Background: an optimization exercise with open tools, aiming at small area. Do not read the settings as production practice. In this exercise RTL edits were held to simulation tests only and were not proved equivalent to the original. The flow treats the clock pin as an ideal source. Dropping or thinning the clock tree relies on that and would not hold on a real chip. No activity file was given, so power comes from the tool's default toggle rates.

==> inputs of run G <==
## TopModule
module TopModule(
input wire clk_i, rst_i, Conect_i, selector_temp_i,
input wire [1:0] T_corp_in, T_amb_in,
output wire [7:0] catodo_o,
output wire Alarma_o, Ventilacion_o, presencia_nino_o,
output wire [3:0] anodo_o,
output reg [1:0] state_o,
output wire recorre_pantalla_o, escribe_o
    );
reg ph2;         
reg [1:0] ph3;   
always @(posedge clk_i, posedge rst_i)
	if (rst_i) begin
		ph2 <= 1'b0; ph3 <= 2'b00;
	end else begin
		ph2 <= ~ph2;
		ph3 <= {ph3[0], ~(ph3[0] | ph3[1])};
	end
reg [10:0] l3;
wire l3_e = l3[10] & ~l3[9] & ~l3[8] & ~l3[7] & l3[6] & l3[5] & ~l3[2] & l3[1] & ~l3[0];
reg [6:0] l67;
wire l67_e = l67[6] & ~l67[5] & ~l67[4] & ~l67[0];
reg [13:0] l10;
wire l10_e = l10[13] & l10[12] & ~l10[11] & ~l10[10] & l10[9] & ~l10[7] & ~l10[6] & l10[5] & ~l10[4] & ~l10[3] & ~l10[2] & l10[1];
always @(posedge clk_i, posedge rst_i)
	if (rst_i) begin
		l3 <= 11'b00011000100;
		l67 <= 7'b0000001;
		l10 <= 14'b00010001000110;
	end else begin
		l3 <= {l3[9], l3[8], l3[7], l3[6], l3[5], (l3[4] & ~l3_e), l3[3], l3[2], l3[1], l3[0], (l3[10] ^ l3[1])};
		l67 <= {l67[5], l67[4], l67[3], l67[2], (l67[1] & ~l67_e), l67[0], (l67[6] ^ l67[2])};
		l10 <= {(l10[12] & ~l10_e), l10[11], l10[10], l10[9], l10[8], l10[7], l10[6], l10[5], l10[4], l10[3], l10[2], l10[1], l10[0], (l10[13] ^ l10[12])};
	end
wire s_tick = ~ph2 & ph3[1] & l3_e;
wire d_tick = ~ph2 & ph3[1] & l67_e;
wire r_tick = ~ph2 & l10_e;
reg [3:0] cu, ct, au, at;    
wire [3:0] cu_n, ct_n, au_n, at_n;
bcd_step corp_step (.en(s_tick), .in(T_corp_in), .u(cu), .t(ct), .u_n(cu_n), .t_n(ct_n));
bcd_step amb_step  (.en(s_tick), .in(T_amb_in),  .u(au), .t(at), .u_n(au_n), .t_n(at_n));
always @(posedge clk_i, posedge rst_i)
	if (rst_i) begin
		cu <= 4'd0; ct <= 4'd2; au <= 4'd0; at <= 4'd2;
	end else begin
		cu <= cu_n; ct <= ct_n; au <= au_n; at <= at_n;
	end
reg [1:0] C;
reg [5:0] cnt;    
wire s3 = state_o[1] & state_o[0];
wire c63 = &cnt;
wire inc = s3 ? (r_tick | (s_tick & c63)) : s_tick;
wire t_st1 = s_tick & state_o[0] & (state_o[1] ? c63 : C[0]);
wire t_st0 = s_tick & (c63 | (state_o[0] & ~state_o[1]));
always @(posedge clk_i, posedge rst_i)
  ...
clock: 10.0 ns
lec_check: 0
cap_margin: 20
core_margin: 2
core_utilization: 60
place_density: 0.85
slew_margin: 20
standard.sh (not shown) runs the stock make flow with config.mk's settings and CLKGATE_MAP_FILE= SYNTH_SCRIPT=/design/flow/synth_recipe.tcl, a recipe that flattens the netlist after the stock synthesis.
==> flow/flow/run.sh <==
#!/bin/bash
# Own layout flow: the standard ORFS flow (standard.sh) with these changes:
#  * port buffers: buf_1 instead of the resizer's default choice;
#  * clock: instead of TritonCTS's H-tree, a two-level inverter tree: the
#    clock port drives one root inverter, which drives four leaf inverters,
#    each placed at the centre of a quarter of the registers and driving
#    their clock pins (same depth to every register, no skew is added).
# Each tool's output goes to its own log file in the work folder.
set -euo pipefail
W=$(pwd)
F=$W/flow
cat > $W/own_synth.tcl <<EOT
proc synth {args} { yosys synth -nofsm -noshare {*}\$args }
proc extract_fa {args} { puts "extract_fa skipped" }
proc abc {args} {
  set si [lsearch -exact \$args -script]
  set lib [lindex \$args [expr {[lsearch -exact \$args -liberty] + 1}]]
  yosys design -save own_abc_in
  set best 1e18
  foreach s [lsort [glob $F/abc_*.script]] {
    yosys design -load own_abc_in
    yosys abc {*}[lreplace \$args [expr {\$si + 1}] [expr {\$si + 1}] \$s]
    set out [yosys tee -q -s result.string stat -liberty \$lib]
    regexp {Chip area for module '[^']*': ([0-9.]+)} \$out -> area
    puts "own abc: [file tail \$s] area \$area"
    if {\$area < \$best} { set best \$area; set best_s \$s; yosys design -save own_abc_best }
  }
  yosys design -load own_abc_best
  puts "own abc: chose [file tail \$best_s] area \$best"
}
source \$::env(SCRIPTS_DIR)/synth.tcl
# left out here: clear keep_hierarchy, flatten, clean up
yosys rename -hide {w:*\$func\$*}
write_verilog -noattr -nohex -nodec \$::env(RESULTS_DIR)/1_2_yosys.v
EOT
export OWN_CLK_ROOT=${OWN_CLK_ROOT-sky130_fd_sc_hd__inv_2}
export OWN_CLKBUF=${OWN_CLKBUF:-sky130_fd_sc_hd__inv_6}
export OWN_CLK_GROUPS=${OWN_CLK_GROUPS:-4}
export PRE_CTS_TCL=$F/clock_buffer.tcl
export OWN_RST_INV=${OWN_RST_INV:-sky130_fd_sc_hd__inv_4}
export PRE_FLOORPLAN_TCL=$F/reset_driver.tcl
EXTRA=(SYNTH_SCRIPT=$W/own_synth.tcl
  "BUFFER_PORTS_ARGS=-buffer_cell sky130_fd_sc_hd__buf_1")
bash $W/standard.sh synth "${EXTRA[@]}" > $W/own_synth.log 2>&1
bash $W/standard.sh finish "${EXTRA[@]}" > $W/own_layout.log 2>&1
==> flow/flow/abc_am0.script <==
strash
&get -n
&deepsyn -J 200 -T 900 -S 0
&put
dch -f
amap
==> flow/flow/abc_am1.script <==
strash
&get -n
&deepsyn -J 200 -T 900 -S 1
&put
dch -f
amap
==> flow/flow/abc_am2.script <==
strash
&get -n
&deepsyn -J 200 -T 900 -S 2
&put
dch -f
amap
==> flow/flow/abc_am3.script <==
strash
&get -n
&deepsyn -J 200 -T 900 -S 3
&put
dch -f
amap
==> flow/flow/abc_am4.script <==
strash
&get -n
&deepsyn -J 200 -T 900 -S 4
&put
dch -f
amap
==> flow/flow/abc_am5.script <==
strash
&get -n
&deepsyn -J 200 -T 900 -S 5
&put
dch -f
amap
==> flow/flow/abc_am6.script <==
strash
&get -n
&deepsyn -J 200 -T 900 -S 6
&put
dch -f
amap
==> flow/flow/abc_am7.script <==
strash
&get -n
&deepsyn -J 200 -T 900 -S 7
&put
dch -f
amap
==> flow/flow/abc_nf0.script <==
strash
&get -n
&deepsyn -J 200 -T 900 -S 0
&put
&get -n
&nf -R 1000 -p
&put
==> flow/flow/abc_nf1.script <==
strash
&get -n
&deepsyn -J 200 -T 900 -S 1
&put
&get -n
&nf -R 1000 -p
&put
==> flow/flow/abc_nf2.script <==
strash
&get -n
&deepsyn -J 200 -T 900 -S 2
&put
&get -n
&nf -R 1000 -p
&put
==> flow/flow/abc_nf3.script <==
strash
&get -n
&deepsyn -J 200 -T 900 -S 3
&put
&get -n
&nf -R 1000 -p
&put
==> flow/flow/abc_nf4.script <==
strash
&get -n
&deepsyn -J 200 -T 900 -S 4
&put
&get -n
&nf -R 1000 -p
&put
==> flow/flow/abc_nf5.script <==
strash
&get -n
&deepsyn -J 200 -T 900 -S 5
&put
&get -n
&nf -R 1000 -p
&put
==> flow/flow/abc_nf6.script <==
strash
&get -n
&deepsyn -J 200 -T 900 -S 6
&put
&get -n
&nf -R 1000 -p
&put
==> flow/flow/abc_nf7.script <==
strash
&get -n
&deepsyn -J 200 -T 900 -S 7
&put
&get -n
&nf -R 1000 -p
&put
==> flow/flow/clock_buffer.tcl <==
# Sourced by ORFS's cts.tcl before clock tree synthesis (PRE_CTS_TCL).
# Replaces clock_tree_synthesis with a small clock tree: the clock sinks are
# split into $OWN_CLK_GROUPS groups by position (halves by x, then halves by
# y), and one cell ($OWN_CLKBUF, a buffer or an inverter) at the centre of
# each group drives it. With $OWN_CLK_ROOT set (an inverter, used when the
# group cells are inverters too), the clock port drives that root cell at the
# centre of all sinks and the root drives the group cells; otherwise the port
# drives the group cells directly. cts.tcl then legalises the
# placement and repairs timing.
rename clock_tree_synthesis orfs_clock_tree_synthesis
proc own_split {items key} {
  set s [lsort -real -index $key $items]
  set h [expr {[llength $s] / 2}]
  return [list [lrange $s 0 [expr {$h - 1}]] [lrange $s $h end]]
}
proc clock_tree_synthesis {args} {
  set block [ord::get_db_block]
  set clk_port [lindex [get_property [lindex [all_clocks] 0] sources] 0]
  set clk [$block findNet [get_full_name $clk_port]]
  set master [[ord::get_db] findMaster $::env(OWN_CLKBUF)]
  set sinks {}
  foreach it [$clk getITerms] {
    set bbox [[$it getInst] getBBox]
    lappend sinks [list [expr {([$bbox xMin] + [$bbox xMax]) / 2}] \
      [expr {([$bbox yMin] + [$bbox yMax]) / 2}] $it]
  }
  set groups [list $sinks]
  if {$::env(OWN_CLK_GROUPS) >= 2} { set groups [own_split $sinks 0] }
  if {$::env(OWN_CLK_GROUPS) >= 4} {
    set g4 {}
    foreach g $groups { lappend g4 {*}[own_split $g 1] }
    set groups $g4
  }
  set src $clk
  if {[info exists ::env(OWN_CLK_ROOT)] && $::env(OWN_CLK_ROOT) ne ""} {
    set root [odb::dbInst_create $block [[ord::get_db] findMaster $::env(OWN_CLK_ROOT)] clkbuf_root]
    set src [odb::dbNet_create $block clknet_root]
    $src setSigType CLOCK
    [$root findITerm A] connect $clk
    [$root findITerm Y] connect $src
    set rx 0; set ry 0
    foreach s $sinks { set rx [expr {$rx + [lindex $s 0]}]; set ry [expr {$ry + [lindex $s 1]}] }
    $root setLocation [expr {$rx / [llength $sinks]}] [expr {$ry / [llength $sinks]}]
    $root setPlacementStatus PLACED
    puts "clock_buffer: root $::env(OWN_CLK_ROOT)"
  }
  set opin [expr {[$master findMTerm X] ne "NULL" ? "X" : "Y"}]
  set k 0
  foreach g $groups {
    set buf [odb::dbInst_create $block $master clkbuf_leaf_$k]
    set net [odb::dbNet_create $block clknet_leaf_$k]
    $net setSigType CLOCK
    set sx 0; set sy 0
    foreach s $g {
      lassign $s x y it
      set sx [expr {$sx + $x}]; set sy [expr {$sy + $y}]
      $it disconnect
      $it connect $net
    }
    [$buf findITerm A] connect $src
    [$buf findITerm $opin] connect $net
    $buf setLocation [expr {$sx / [llength $g]}] [expr {$sy / [llength $g]}]
    $buf setPlacementStatus PLACED
    puts "clock_buffer: $::env(OWN_CLKBUF) clkbuf_leaf_$k drives [llength $g] clock sinks"
    incr k
  }
}
==> flow/flow/reset_driver.tcl <==
# Sourced by ORFS's floorplan.tcl before floorplanning (PRE_FLOORPLAN_TCL).
# The inverter that synthesis puts between the reset port and the registers'
# active-low reset/set pins drives every register; give it the drive
# strength $OWN_RST_INV up front instead of leaving repair_design to add a
# buffer after it.
set block [ord::get_db_block]
foreach inst [$block getInsts] {
  set m [[$inst getMaster] getName]
  if {![string match "sky130_fd_sc_hd__*inv_*" $m]} continue
  set y [$inst findITerm Y]
  set net [$y getNet]
  if {$net eq "NULL"} continue
  set n 0
  foreach it [$net getITerms] {
    if {[[$it getMTerm] getName] in {RESET_B SET_B}} { incr n }
  }
  if {$n >= 16} {
    $inst swapMaster [[ord::get_db] findMaster $::env(OWN_RST_INV)]
    puts "reset_driver: [$inst getName] $m -> $::env(OWN_RST_INV) ($n reset pins)"
  }
}
==> inputs of run Y, as changes to run G <==
--- a/flow/flow/run.sh
+++ b/flow/flow/run.sh
@@ -2,8 +2,7 @@
 # Own layout flow: the standard ORFS flow (standard.sh) with these changes:
 #  * port buffers: buf_1 instead of the resizer's default choice;
-#  * clock: instead of TritonCTS's H-tree, a two-level inverter tree: the
-#    clock port drives one root inverter, which drives four leaf inverters,
-#    each placed at the centre of a quarter of the registers and driving
-#    their clock pins (same depth to every register, no skew is added).
+#  * clock: instead of TritonCTS's H-tree, one clock buffer placed at the
+#    centre of the registers drives every register clock pin (all registers
+#    see the same buffer, so no skew is added between them).
 # Each tool's output goes to its own log file in the work folder.
 set -euo pipefail
@@ -34,10 +33,7 @@
 write_verilog -noattr -nohex -nodec \$::env(RESULTS_DIR)/1_2_yosys.v
 EOT
-export OWN_CLK_ROOT=${OWN_CLK_ROOT-sky130_fd_sc_hd__inv_2}
-export OWN_CLKBUF=${OWN_CLKBUF:-sky130_fd_sc_hd__inv_6}
+export OWN_CLKBUF=${OWN_CLKBUF:-sky130_fd_sc_hd__buf_6}
 export OWN_CLK_GROUPS=${OWN_CLK_GROUPS:-4}
 export PRE_CTS_TCL=$F/clock_buffer.tcl
-export OWN_RST_INV=${OWN_RST_INV:-sky130_fd_sc_hd__inv_4}
-export PRE_FLOORPLAN_TCL=$F/reset_driver.tcl
 EXTRA=(SYNTH_SCRIPT=$W/own_synth.tcl
   "BUFFER_PORTS_ARGS=-buffer_cell sky130_fd_sc_hd__buf_1")
==> flow/flow/clock_buffer.tcl (replaced) <==
# Sourced by ORFS's cts.tcl before clock tree synthesis (PRE_CTS_TCL).
# Replaces clock_tree_synthesis with a one-level clock tree: the clock sinks
# are split into $OWN_CLK_GROUPS groups by position (halves by x, then halves
# by y), and one buffer ($OWN_CLKBUF) at the centre of each group drives it.
# The clock port drives only these buffers. cts.tcl then legalises the
# placement and repairs timing.
rename clock_tree_synthesis orfs_clock_tree_synthesis
proc own_split {items key} {
  set s [lsort -real -index $key $items]
  set h [expr {[llength $s] / 2}]
  return [list [lrange $s 0 [expr {$h - 1}]] [lrange $s $h end]]
}
proc clock_tree_synthesis {args} {
  set block [ord::get_db_block]
  set clk_port [lindex [get_property [lindex [all_clocks] 0] sources] 0]
  set clk [$block findNet [get_full_name $clk_port]]
  set master [[ord::get_db] findMaster $::env(OWN_CLKBUF)]
  set sinks {}
  foreach it [$clk getITerms] {
    set bbox [[$it getInst] getBBox]
    lappend sinks [list [expr {([$bbox xMin] + [$bbox xMax]) / 2}] \
      [expr {([$bbox yMin] + [$bbox yMax]) / 2}] $it]
  }
  set groups [list $sinks]
  if {$::env(OWN_CLK_GROUPS) >= 2} { set groups [own_split $sinks 0] }
  if {$::env(OWN_CLK_GROUPS) >= 4} {
    set g4 {}
    foreach g $groups { lappend g4 {*}[own_split $g 1] }
    set groups $g4
  }
  set k 0
  foreach g $groups {
    set buf [odb::dbInst_create $block $master clkbuf_leaf_$k]
    set net [odb::dbNet_create $block clknet_leaf_$k]
    $net setSigType CLOCK
    set sx 0; set sy 0
    foreach s $g {
      lassign $s x y it
      set sx [expr {$sx + $x}]; set sy [expr {$sy + $y}]
      $it disconnect
      $it connect $net
    }
    [$buf findITerm A] connect $clk
    [$buf findITerm X] connect $net
    $buf setLocation [expr {$sx / [llength $g]}] [expr {$sy / [llength $g]}]
    $buf setPlacementStatus PLACED
    puts "clock_buffer: $::env(OWN_CLKBUF) clkbuf_leaf_$k drives [llength $g] clock sinks"
    incr k
  }
}
removed: flow/flow/reset_driver.tcl
==> inputs of run R, as changes to run G <==
--- a/flow/flow/run.sh
+++ b/flow/flow/run.sh
@@ -2,8 +2,7 @@
 # Own layout flow: the standard ORFS flow (standard.sh) with these changes:
 #  * port buffers: buf_1 instead of the resizer's default choice;
-#  * clock: instead of TritonCTS's H-tree, a two-level inverter tree: the
-#    clock port drives one root inverter, which drives four leaf inverters,
-#    each placed at the centre of a quarter of the registers and driving
-#    their clock pins (same depth to every register, no skew is added).
+#  * clock: instead of TritonCTS's H-tree, one clock buffer placed at the
+#    centre of the registers drives every register clock pin (all registers
+#    see the same buffer, so no skew is added between them).
 # Each tool's output goes to its own log file in the work folder.
 set -euo pipefail
@@ -34,10 +33,7 @@
 write_verilog -noattr -nohex -nodec \$::env(RESULTS_DIR)/1_2_yosys.v
 EOT
-export OWN_CLK_ROOT=${OWN_CLK_ROOT-sky130_fd_sc_hd__inv_2}
-export OWN_CLKBUF=${OWN_CLKBUF:-sky130_fd_sc_hd__inv_6}
+export OWN_CLKBUF=${OWN_CLKBUF:-sky130_fd_sc_hd__buf_6}
 export OWN_CLK_GROUPS=${OWN_CLK_GROUPS:-4}
 export PRE_CTS_TCL=$F/clock_buffer.tcl
-export OWN_RST_INV=${OWN_RST_INV:-sky130_fd_sc_hd__inv_4}
-export PRE_FLOORPLAN_TCL=$F/reset_driver.tcl
 EXTRA=(SYNTH_SCRIPT=$W/own_synth.tcl
   "BUFFER_PORTS_ARGS=-buffer_cell sky130_fd_sc_hd__buf_1")
==> flow/flow/abc_am0.script (replaced) <==
strash
&get -n
&deepsyn -J 100 -T 600 -S 0
&put
dch -f
amap
==> flow/flow/abc_am1.script (replaced) <==
strash
&get -n
&deepsyn -J 100 -T 600 -S 1
&put
dch -f
amap
==> flow/flow/abc_am2.script (replaced) <==
strash
&get -n
&deepsyn -J 100 -T 600 -S 2
&put
dch -f
amap
==> flow/flow/abc_am3.script (replaced) <==
strash
&get -n
&deepsyn -J 100 -T 600 -S 3
&put
dch -f
amap
==> flow/flow/abc_nf0.script (replaced) <==
strash
&get -n
&deepsyn -J 100 -T 600 -S 0
&put
&get -n
&nf -R 1000 -p
&put
==> flow/flow/abc_nf1.script (replaced) <==
strash
&get -n
&deepsyn -J 100 -T 600 -S 1
&put
&get -n
&nf -R 1000 -p
&put
==> flow/flow/abc_nf2.script (replaced) <==
strash
&get -n
&deepsyn -J 100 -T 600 -S 2
&put
&get -n
&nf -R 1000 -p
&put
==> flow/flow/abc_nf3.script (replaced) <==
strash
&get -n
&deepsyn -J 100 -T 600 -S 3
&put
&get -n
&nf -R 1000 -p
&put
==> flow/flow/clock_buffer.tcl (replaced) <==
# Sourced by ORFS's cts.tcl before clock tree synthesis (PRE_CTS_TCL).
# Replaces clock_tree_synthesis with a one-level clock tree: the clock sinks
# are split into $OWN_CLK_GROUPS groups by position (halves by x, then halves
# by y), and one buffer ($OWN_CLKBUF) at the centre of each group drives it.
# The clock port drives only these buffers. cts.tcl then legalises the
# placement and repairs timing.
rename clock_tree_synthesis orfs_clock_tree_synthesis
proc own_split {items key} {
  set s [lsort -real -index $key $items]
  set h [expr {[llength $s] / 2}]
  return [list [lrange $s 0 [expr {$h - 1}]] [lrange $s $h end]]
}
proc clock_tree_synthesis {args} {
  set block [ord::get_db_block]
  set clk_port [lindex [get_property [lindex [all_clocks] 0] sources] 0]
  set clk [$block findNet [get_full_name $clk_port]]
  set master [[ord::get_db] findMaster $::env(OWN_CLKBUF)]
  set sinks {}
  foreach it [$clk getITerms] {
    set bbox [[$it getInst] getBBox]
    lappend sinks [list [expr {([$bbox xMin] + [$bbox xMax]) / 2}] \
      [expr {([$bbox yMin] + [$bbox yMax]) / 2}] $it]
  }
  set groups [list $sinks]
  if {$::env(OWN_CLK_GROUPS) >= 2} { set groups [own_split $sinks 0] }
  if {$::env(OWN_CLK_GROUPS) >= 4} {
    set g4 {}
    foreach g $groups { lappend g4 {*}[own_split $g 1] }
    set groups $g4
  }
  set k 0
  foreach g $groups {
    set buf [odb::dbInst_create $block $master clkbuf_leaf_$k]
    set net [odb::dbNet_create $block clknet_leaf_$k]
    $net setSigType CLOCK
    set sx 0; set sy 0
    foreach s $g {
      lassign $s x y it
      set sx [expr {$sx + $x}]; set sy [expr {$sy + $y}]
      $it disconnect
      $it connect $net
    }
    [$buf findITerm A] connect $clk
    [$buf findITerm X] connect $net
    $buf setLocation [expr {$sx / [llength $g]}] [expr {$sy / [llength $g]}]
    $buf setPlacementStatus PLACED
    puts "clock_buffer: $::env(OWN_CLKBUF) clkbuf_leaf_$k drives [llength $g] clock sinks"
    incr k
  }
}
removed: flow/flow/abc_am4.script
removed: flow/flow/abc_am5.script
removed: flow/flow/abc_am6.script
removed: flow/flow/abc_am7.script
removed: flow/flow/abc_nf4.script
removed: flow/flow/abc_nf5.script
removed: flow/flow/abc_nf6.script
removed: flow/flow/abc_nf7.script
removed: flow/flow/reset_driver.tcl
==> comparison <==
Run R produced a clean layout. Run G ran to the end with no violations. Run Y produced a clean layout. Total power: run Y < run G < run R. The lowest global-route usage belongs to run Y, the highest to run G. The highest sequential share of layout area belongs to run G, the lowest to run R. Combinational power: run Y is lower than run R (about 46%). Utilization, lowest first: run G, run Y, run R. Clock power: run G is larger than run R (2.6%). Flip-flop and latch count is the same in run Y and run G. In run R the first-iteration DRC count is lower than in run Y, by 6.7%.
==> figures <==
Status: run Y no timing/DRC/antenna violations; run G no timing/DRC/antenna violations; run R no timing/DRC/antenna violations
Detailed route wirelength on metal2: run Y 2130 um; run G 2230 um; run R 2160 um
Detail Route met3 WL: run Y 226 um; run G 197 um; run R 245 um
GR met1 Demand/Resource: run Y 0.283; run G 0.310; run R 0.311
Mux share of post-synthesis cell area: run Y 0.0115; run G 0.0115; run R 0.00756
CP max stage delay: run Y 400 ps; run G 350 ps; run R 470 ps
Power in the clock group: run Y 0.0000914 W; run G 0.0000936 W; run R 0.0000912 W
GRT Total Usage: run Y 0.196; run G 0.210; run R 0.206
Placeable core region: run Y 4260 sq um; run G 4290 sq um; run R 4290 sq um
Post-synthesis share of cell area spent on and, or, nand and nor gates: run Y 0.171; run G 0.171; run R 0.175
Syn-to-layout area delta: run Y 8.22%; run G 7.69%; run R 8.12%
Synthesized instance count: run Y 240; run G 240; run R 245
Portion of total power attributed to the clock network: run Y 0.256; run G 0.261; run R 0.250
Critical Path End: run Y catodo_o[0]; run G catodo_o[0]; run R catodo_o[4]
Cell Count, Final, Fillers Out: run Y 323; run G 323; run R 328
Total area of multi-input combinational cells: run Y 992 sq um; run G 992 sq um; run R 1010 sq um
Peak clock frequency supported by timing: run Y 0.163 GHz; run G 0.162 GHz; run R 0.161 GHz
In every run of this note, the design's own scripts or RTL, not TritonCTS, make the clock network.

[static timing again, ports no longer ideal]
No port has a modelled driver above. Below, the same layouts with a new extraction and two added sets of constraints. Step 1, drivers: a clkbuf_16 drives clk_i and a buf_2 each remaining input, both assumed. Step 2 also shifts input and output timing later by t, the mid clock arrival at the registers, as if the neighbouring blocks saw the same clock. a / b / c = ideal ports / drivers / drivers and shift; a / b = the first two.
run	t (ns)	setup slack, ns	worst hold slack (ns)
run G	0.288	3.836 / 3.814 / 3.814	0.365 / 0.365 / 0.365
run Y	0.182	3.849 / 3.816 / 3.816	0.358 / 0.358 / 0.358
run R	0.183	3.785 / 3.754 / 3.754	0.339 / 0.339 / 0.339
After both steps setup and hold are still met in every run listed. For run Y, which loses most, drivers alone change the setup slack by -0.033 ns; drivers and shift together by -0.033 ns.
